Context: an optimization exercise on an open-source flow, tuned for small area. The choices shown serve that exercise and are no tape-out recipe.
Where RTL was checked, it was by simulation tests only, not by an equivalence proof against the original.
The flow treats the clock pin as an ideal source. Dropping or thinning the clock tree relies on that and would not hold on a real chip.

Design fft_butterfly, start of the top module:
module fft_butterfly(
    output logic [7:0] result,
    input  logic       Clock,
    input  logic       nReset,
    input  logic       ReadyIn,
    input  logic [7:0] dataIn
);
Settings: LEC_CHECK=0, CAP_MARGIN=20, CORE_MARGIN=2, CORE_UTILIZATION=40, SLEW_MARGIN=20; clock period 10.0 ns.
standard.sh (not shown) runs the stock make flow with config.mk's settings and CLKGATE_MAP_FILE= SYNTH_SCRIPT=/design/flow/synth_recipe.tcl, a recipe that flattens the netlist after the stock synthesis.
==> flow/flow/run.sh <==
#!/bin/bash
# Layout flow: the standard flow, with
#  - the smallest buffer on the ports;
#  - clock tree synthesis without dummy loads.
# Each tool's output is logged by ORFS under orfs/logs; make's output goes to
# flow.log here.
set -euo pipefail
W=$PWD
F=$W/flow
sed "s#^source \$::env(SCRIPTS_DIR)/synth_preamble.tcl\$#&\nlset abc_args 1 $F/abc_area.script#" \
    "$FLOW_HOME/scripts/synth.tcl" > synth_core.tcl
sed "s#^source \$::env(SCRIPTS_DIR)/synth.tcl\$#source $W/synth_core.tcl#" \
    synth_recipe.tcl > synth_area.tcl
grep -q "lset abc_args 1" synth_core.tcl
grep -q "synth_core.tcl" synth_area.tcl
CTS="-sink_clustering_enable -repair_clock_nets -dont_use_dummy_load"
[ -f "$F/cts_args" ] && CTS=$(cat "$F/cts_args")
bash standard.sh "SYNTH_SCRIPT=$W/synth_area.tcl" \
    "BUFFER_PORTS_ARGS=-buffer_cell sky130_fd_sc_hd__buf_1" \
    "CTS_ARGS=$CTS" finish > flow.log 2>&1
==> flow/flow/abc_area.script <==
strash
dch -f
map -a
strash
dch -f
map -a
strash
dch -f
map -a
topo
==> flow/flow/cts_args <==
-repair_clock_nets -dont_use_dummy_load -buf_list sky130_fd_sc_hd__clkbuf_8 -root_buf sky130_fd_sc_hd__clkbuf_8 -sink_clustering_enable -sink_clustering_size 64 -sink_clustering_max_diameter 1000
The first run went through all stages and came out clean.
Next try:
==> flow/flow/cts_args (replaced) <==
-repair_clock_nets -dont_use_dummy_load -buf_list sky130_fd_sc_hd__clkbuf_4 -root_buf sky130_fd_sc_hd__clkbuf_4 -sink_clustering_enable -sink_clustering_size 64 -sink_clustering_max_diameter 1000
What happened:
- fmax drops by 0.95%
- wire length is about the same
- synthesized area stays the same
No functional check of the RTL was part of any run of this note.

========
fft_butterfly, a different RTL version from the one above (not shown whole).
For scale: about 150 cells after synthesis, ~31 flip-flops, about 19 I/O pins, about 1600 sq um of cells after synthesis.
clock: 10.0 ns
lec_check: 0
cap_margin: 20
core_margin: 2
core_utilization: 40
slew_margin: 20
==> flow/flow/run.sh <==
#!/bin/bash
# Layout flow: the standard flow, with
#  - the smallest buffer on the ports;
#  - a one-level clock tree (flow/clock_tree.tcl) in place of ORFS's CTS.
# ORFS logs each step under orfs/logs; make's output goes to flow_*.log and
# the clock tree step's to clock_tree.log, here.
set -euo pipefail
W=$PWD
F=$W/flow
sed "s#^source \$::env(SCRIPTS_DIR)/synth_preamble.tcl\$#&\nlset abc_args 1 $F/abc_area.script#" \
    "$FLOW_HOME/scripts/synth.tcl" > synth_core.tcl
sed "s#^source \$::env(SCRIPTS_DIR)/synth.tcl\$#source $W/synth_core.tcl#" \
    synth_recipe.tcl > synth_area.tcl
grep -q "lset abc_args 1" synth_core.tcl
grep -q "synth_core.tcl" synth_area.tcl
VARS=("SYNTH_SCRIPT=$W/synth_area.tcl" "BUFFER_PORTS_ARGS=-buffer_cell sky130_fd_sc_hd__buf_1")
bash standard.sh "${VARS[@]}" place > flow_place.log 2>&1
export RESULTS=$W/orfs/results/sky130hd/fft_butterfly/base
export CLOCK_GROUPS=$(cat "$F/clock_groups")
openroad -no_init -exit "$F/clock_tree.tcl" > clock_tree.log 2>&1
bash standard.sh "${VARS[@]}" finish > flow_finish.log 2>&1
==> flow/flow/clock_groups <==
4
Other scripts of this flow, unchanged in this note and not shown: flow/flow/abc_area.script, flow/flow/clock_tree.tcl
The baseline went through all stages and came out clean.
Then changed:
==> flow/flow/clock_groups (replaced) <==
3
=>
- fmax barely changes
- setup slack improves by 0.0036 ns
- via count shrinks by about 1.3%
- clock skew drops by 0.0099 ns
No run of this note takes its clock network from TritonCTS; it comes from the design's own scripts or RTL.

========
## job 7973
fft_butterfly, a different RTL version from the one above (not shown whole).
Size in the first run: about 210 cells after synthesis, roughly 19 I/O pins.
==> flow/config.mk <==
export PLATFORM = sky130hd
export DESIGN_NAME = fft_butterfly
export DESIGN_NICKNAME = fft_butterfly
export VERILOG_FILES = /design/flow/design.v
export SDC_FILE = /design/flow/constraint.sdc
export NUM_CORES = 4
export LEC_CHECK = 0
export CAP_MARGIN = 20
export CORE_MARGIN = 2
export CORE_UTILIZATION = 40
export SLEW_MARGIN = 20
==> flow/constraint.sdc <==
create_clock -name core_clock -period 10.0 [get_ports {Clock}]
set_input_delay 2.0000 -clock core_clock [delete_from_list [all_inputs] [get_ports {Clock}]]
set_output_delay 2.0000 -clock core_clock [all_outputs]
set_load 0.01 [all_outputs]
==> flow/flow/run.sh <==
#!/bin/bash
# Layout flow: the standard flow, with
#  - the smallest buffer on the ports;
#  - clock tree synthesis without dummy loads.
# Each tool's output is logged by ORFS under orfs/logs; make's output goes to
# flow.log here.
set -euo pipefail
W=$PWD
F=$W/flow
sed "s#^source \$::env(SCRIPTS_DIR)/synth_preamble.tcl\$#&\nlset abc_args 1 $F/abc_area.script#" \
    "$FLOW_HOME/scripts/synth.tcl" > synth_core.tcl
sed "s#^source \$::env(SCRIPTS_DIR)/synth.tcl\$#source $W/synth_core.tcl#" \
    synth_recipe.tcl > synth_area.tcl
grep -q "lset abc_args 1" synth_core.tcl
grep -q "synth_core.tcl" synth_area.tcl
CTS="-sink_clustering_enable -repair_clock_nets -dont_use_dummy_load"
[ -f "$F/cts_args" ] && CTS=$(cat "$F/cts_args")
bash standard.sh "SYNTH_SCRIPT=$W/synth_area.tcl" \
    "BUFFER_PORTS_ARGS=-buffer_cell sky130_fd_sc_hd__buf_1" \
    "CTS_ARGS=$CTS" finish > flow.log 2>&1
==> flow/flow/cts_args <==
-repair_clock_nets -dont_use_dummy_load -buf_list sky130_fd_sc_hd__clkbuf_4 -root_buf sky130_fd_sc_hd__clkbuf_4 -sink_clustering_enable -sink_clustering_size 64 -sink_clustering_max_diameter 1000
Scripts as last shown in full above: flow/flow/abc_area.script
Job 7973 completed; timing, DRC and antenna clean
Changes in job 7335 relative to job 7973:
==> flow/flow/abc_area.script <==
&get -n
&st
&syn2
&dch -f
&nf -a -R 1000
&st
&syn2
&dch -f
&nf -a -R 1000
&put
Results
Looking at the reports, job 7973 completed the entire flow and the layout it produced met the timing, DRC and antenna checks.
Job 7335 reached the end of the flow, and the finished layout is clean on the timing, DRC and antenna checks.
Re wire length: job 7973 was lower than job 7335.
The placed wire-length estimate in job 7335 was lower than what job 7973 gave.
Summary — sequential share of layout area, job 7335 relative to job 7973: higher, by 0.99 points.
As far as max-slew violation count is concerned, job 7335 and job 7973 perform about the same.

========
== run E ==
The RTL this note starts from:
==> flow/design.v <==
module adder(output logic [7:0] result,
             output logic       cout,
             input  logic [7:0] a, b,
             input  logic       cin
);
    logic [8:0] c;
    assign c[0] = cin;
    for (genvar i = 0; i < 8; i++) begin : g_fa
        assign result[i] = a[i] ^ b[i] ^ c[i];
        assign c[i+1]    = (a[i] & b[i]) | (a[i] & c[i]) | (b[i] & c[i]);
    end
    assign cout = c[8];
endmodule
module signed_mult(output logic [7:0] m2,
                   output logic       exact,    
                   input  logic [2:0] address
);
    assign exact = !address[0] & (address[1] ^ address[2]);
    assign m2    = address[0] ? 8'd182 : {7'b1111111, exact};
endmodule
module mem (
    output logic neg,           
    output logic zero,          
    input  logic im,            
    input  logic [2:0] address
);
    always_comb begin
        case ({im, address})
            4'b0_000: begin neg = 0; zero = 0; end
            4'b0_001: begin neg = 0; zero = 0; end
            4'b0_010: begin neg = 0; zero = 1; end
            4'b0_011: begin neg = 1; zero = 0; end
            4'b0_100: begin neg = 1; zero = 0; end
            4'b0_101: begin neg = 1; zero = 0; end
            4'b0_110: begin neg = 0; zero = 0; end
            4'b0_111: begin neg = 0; zero = 0; end
            4'b1_000: begin neg = 0; zero = 1; end
            4'b1_001: begin neg = 1; zero = 0; end
            4'b1_010: begin neg = 1; zero = 0; end
            4'b1_011: begin neg = 1; zero = 0; end
            4'b1_100: begin neg = 0; zero = 1; end
            4'b1_101: begin neg = 0; zero = 0; end
            4'b1_110: begin neg = 0; zero = 0; end
            default:  begin neg = 0; zero = 0; end
        endcase
    end
endmodule
module debounce(
    input  logic clk,
    input  logic nReset,
    input  logic raw,
    output logic debounced
);
    logic [3:0] counter;
    logic       last_raw;
    always_ff @(posedge clk) begin
        if (raw != last_raw)
            counter <= '0;
        else
            counter <= counter + 1'b1;
    end
    always_ff @(posedge clk, negedge nReset) begin
        if (!nReset) begin
            last_raw  <= 1'b0;
            debounced <= 1'b0;
        end else begin
            last_raw <= raw;
            if (raw == last_raw && counter == 4'd15)
                debounced <= raw;
        end
    end
endmodule
module controller(
    output logic       load_W, load_B, load_A,
    output logic       step, first, last,   
    output logic [2:0] k,            
    output logic       show,         
    output logic [1:0] sel,          
    input  logic       Clock,
    input  logic       nReset,
    input  logic       ReadyIn       
);
    localparam logic [4:0]
        IDLE   = 5'd8,
        WAITW  = 5'd9,
        READW  = 5'd10,
        WAITB  = 5'd14,
        READB  = 5'd15,
        S0     = 5'd16,
        S1     = 5'd17,
        S2     = 5'd18,
        S3     = 5'd19,
        S4     = 5'd20,
        S5     = 5'd21,
        S6     = 5'd22,
        S7     = 5'd23,
        WB0    = 5'd24,
        WAITA  = 5'd25,
        READA  = 5'd26,
        C1     = 5'd28,
        C2     = 5'd27,
        C3     = 5'd29,
        DREY0  = 5'd31,
        DREY   = 5'd0,
        DIMY1  = 5'd1,
        DIMY   = 5'd2,
        DREZ1  = 5'd3,
        DREZ   = 5'd4,
        DIMZ1  = 5'd5,
        DIMZ   = 5'd6,
        IDLEZ  = 5'd7;
    logic [4:0] state, next;
    always_comb begin
        case (state)
            IDLE  : next = !ReadyIn ? WAITW : IDLE;
            WAITW : next = ReadyIn ? READW : WAITW;
            READW : next = !ReadyIn ? WAITB : READW;
            WAITB : next = ReadyIn ? READB : WAITB;
            READB : next = S0;
            S0    : next = S1;
            S1    : next = S2;
            S2    : next = S3;
            S3    : next = S4;
            S4    : next = S5;
            S5    : next = S6;
            S6    : next = S7;
            S7    : next = WB0;
            WB0   : next = !ReadyIn ? WAITA : WB0;
            WAITA : next = ReadyIn ? READA : WAITA;
            READA : next = C1;
            C1    : next = C2;
            C2    : next = C3;
            C3    : next = DREY0;
            DREY0 : next = DREY;
            DREY  : next = !ReadyIn ? DIMY1 : DREY;
            DIMY1 : next = DIMY;
            DIMY  : next = ReadyIn ? DREZ1 : DIMY;
            DREZ1 : next = DREZ;
            DREZ  : next = !ReadyIn ? DIMZ1 : DREZ;
            DIMZ1 : next = DIMZ;
            DIMZ  : next = ReadyIn ? IDLEZ : DIMZ;
            IDLEZ : next = IDLE;
            default: next = 5'bx;
        endcase
    end
    always_ff @(posedge Clock, negedge nReset) begin
        if (!nReset)
            state <= IDLE;
        else
            state <= next;
    end
    assign load_W = (state == READW);
    assign load_B = (state == READB);
    assign load_A = (state == READA);
    assign step   = (state[4:3] == 2'd2);
    assign first  = (state == S0);
    assign last   = (state == S7);
    assign k      = state[2:0];
    always_comb begin
        case (state)
            DREY  : begin show = 1'b1; sel = 2'd0; end
            DIMY1 : begin show = 1'b1; sel = 2'd0; end
            DIMY  : begin show = 1'b1; sel = 2'd1; end
            DREZ1 : begin show = 1'b1; sel = 2'd1; end
            DREZ  : begin show = 1'b1; sel = 2'd2; end
            DIMZ1 : begin show = 1'b1; sel = 2'd2; end
            DIMZ  : begin show = 1'b1; sel = 2'd3; end
            IDLEZ : begin show = 1'b1; sel = 2'd3; end
            default: begin show = 1'b0; sel = 2'bx; end
        endcase
    end
endmodule
module datapath (
    output logic [7:0] result,
    input  logic [7:0] dataIn,
    input  logic       Clock,
    input  logic       load_W, load_B, load_A,
    input  logic       step, first, last,
    input  logic [2:0] k,
    input  logic       show,
    input  logic [1:0] sel
);
    logic [2:0] idx;
    logic [7:0] Re_A, Re_B;
    logic       inexact;
    logic [7:0] m2;
    logic       exact;
    signed_mult mult_inst(.m2(m2), .exact(exact), .address(idx));
    logic       wneg, wzero;
    mem mem_inst(.neg(wneg), .zero(wzero), .im(sel[0]), .address(idx));
    logic       use_b, t, ceil_b, bit_b, cin, cout;
    logic [7:0] opa, opb, sum;
    assign use_b  = show & !wzero;
    assign t      = use_b & (sel[1] ^ wneg);           
    assign ceil_b = wneg & inexact & idx[0];           
    assign bit_b  = step & Re_A[k];                    
    assign opa    = (show & !sel[0]) ? Re_A :
                    bit_b ? (last ? ~m2 : m2) : 8'd0;
    assign opb    = (use_b | (step & !first)) ? (Re_B ^ {8{t}}) : 8'd0;
    assign cin    = (use_b & (t ^ ceil_b)) | (step & (last ? bit_b : exact));
    adder add_inst(.result(sum), .cout(cout), .a(opa), .b(opb), .cin(cin));
    always_ff @(posedge Clock) begin
        if (load_W) idx <= dataIn[2:0];
        if (first) inexact <= |Re_A[6:0];
        if (load_B | load_A) Re_A <= dataIn;
        if (step) Re_B <= {cout ^ (last & bit_b), sum[7:1]};
    end
    assign result = show ? sum : 8'd0;
endmodule
module fft_butterfly(
    output logic [7:0] result,
    input  logic       Clock,
    input  logic       nReset,
    input  logic       ReadyIn,
    input  logic [7:0] dataIn
);
    logic debouncedReady;
    logic load_W, load_B, load_A, step, first, last, show;
    logic [2:0] k;
    logic [1:0] sel;
    debounce debouncer (
        .clk(Clock), .nReset(nReset), .raw(ReadyIn), .debounced(debouncedReady)
    );
    controller ctrl (
        .load_W(load_W), .load_B(load_B), .load_A(load_A),
        .step(step), .first(first), .last(last), .k(k),
        .show(show), .sel(sel),
        .Clock(Clock), .nReset(nReset), .ReadyIn(debouncedReady)
    );
    datapath datapath_inst (
        .result(result), .dataIn(dataIn), .Clock(Clock),
        .load_W(load_W), .load_B(load_B), .load_A(load_A),
        .step(step), .first(first), .last(last), .k(k),
        .show(show), .sel(sel)
    );
endmodule
Settings: LEC_CHECK=0, CAP_MARGIN=20, CORE_MARGIN=2, CORE_UTILIZATION=40, SLEW_MARGIN=20; clock period 10.0 ns.
==> flow/flow/abc_area.script <==
&get -n
&st
&syn2
&dch -f
&nf -a -R 1000
&st
&syn2
&dch -f
&nf -a -R 1000
&put
strash
dch -f
map -a
topo
Scripts as last shown in full above: flow/flow/run.sh, flow/flow/cts_args
--- input diff run E..run Y ---
==> flow/flow/abc_area.script <==
&get -n
&st
&deepsyn -T 60
&syn2
&dch -f
&nf -a -R 1000
&st
&syn2
&dch -f
&nf -a -R 1000
&put
## What came out
- Final critical-path share of the clock period sits lower in run Y than in run E.
- Compared with run E, in run Y critical path depth lost 5, final estimated routing congestion in global placement picked up an extra about 13%, average cell area after synthesis picked up an extra 15%, die area lost 3.4%.
- Compared with run E, global-route wire length before repair in run Y increased by a few percent.
- Changes observed in run Y relative to run E: final standard cell area without fillers went down; synthesized instance count went down.

-- port drivers added, routing unchanged --
In the flow no input, the clock included, has a driving cell. The finished layouts below were timed again as built, in two steps. Step 1, drivers: a clkbuf_16 drives Clock and a buf_2 each remaining input, both assumed. Step 2, shift: input delay + t, output delay - t, t = (earliest + latest rising clock arrival at the registers) / 2. This alone moves slack from input paths to output paths. Slacks: ideal ports / drivers / drivers and shift; pairs: ideal ports / drivers.
run	shift t [ns]	setup WS [ns]	cell pins on the clock port's net
the first run of note 1	0.298	2.366 / 2.341 / 2.639	1
the second run of note 1	0.340	2.293 / 2.270 / 2.610	1
the first run of note 2	0.187	2.567 / 2.530 / 2.717	4
the second run of note 2	0.191	2.571 / 2.537 / 2.728	3
job 7973	0.345	2.330 / 2.305 / 2.650	1
job 7335	0.338	1.806 / 1.782 / 2.120	1
run E	0.341	1.798 / 1.775 / 2.116	1
run Y	0.350	2.364 / 2.339 / 2.689	1
After both steps setup and hold are still met in every run listed.
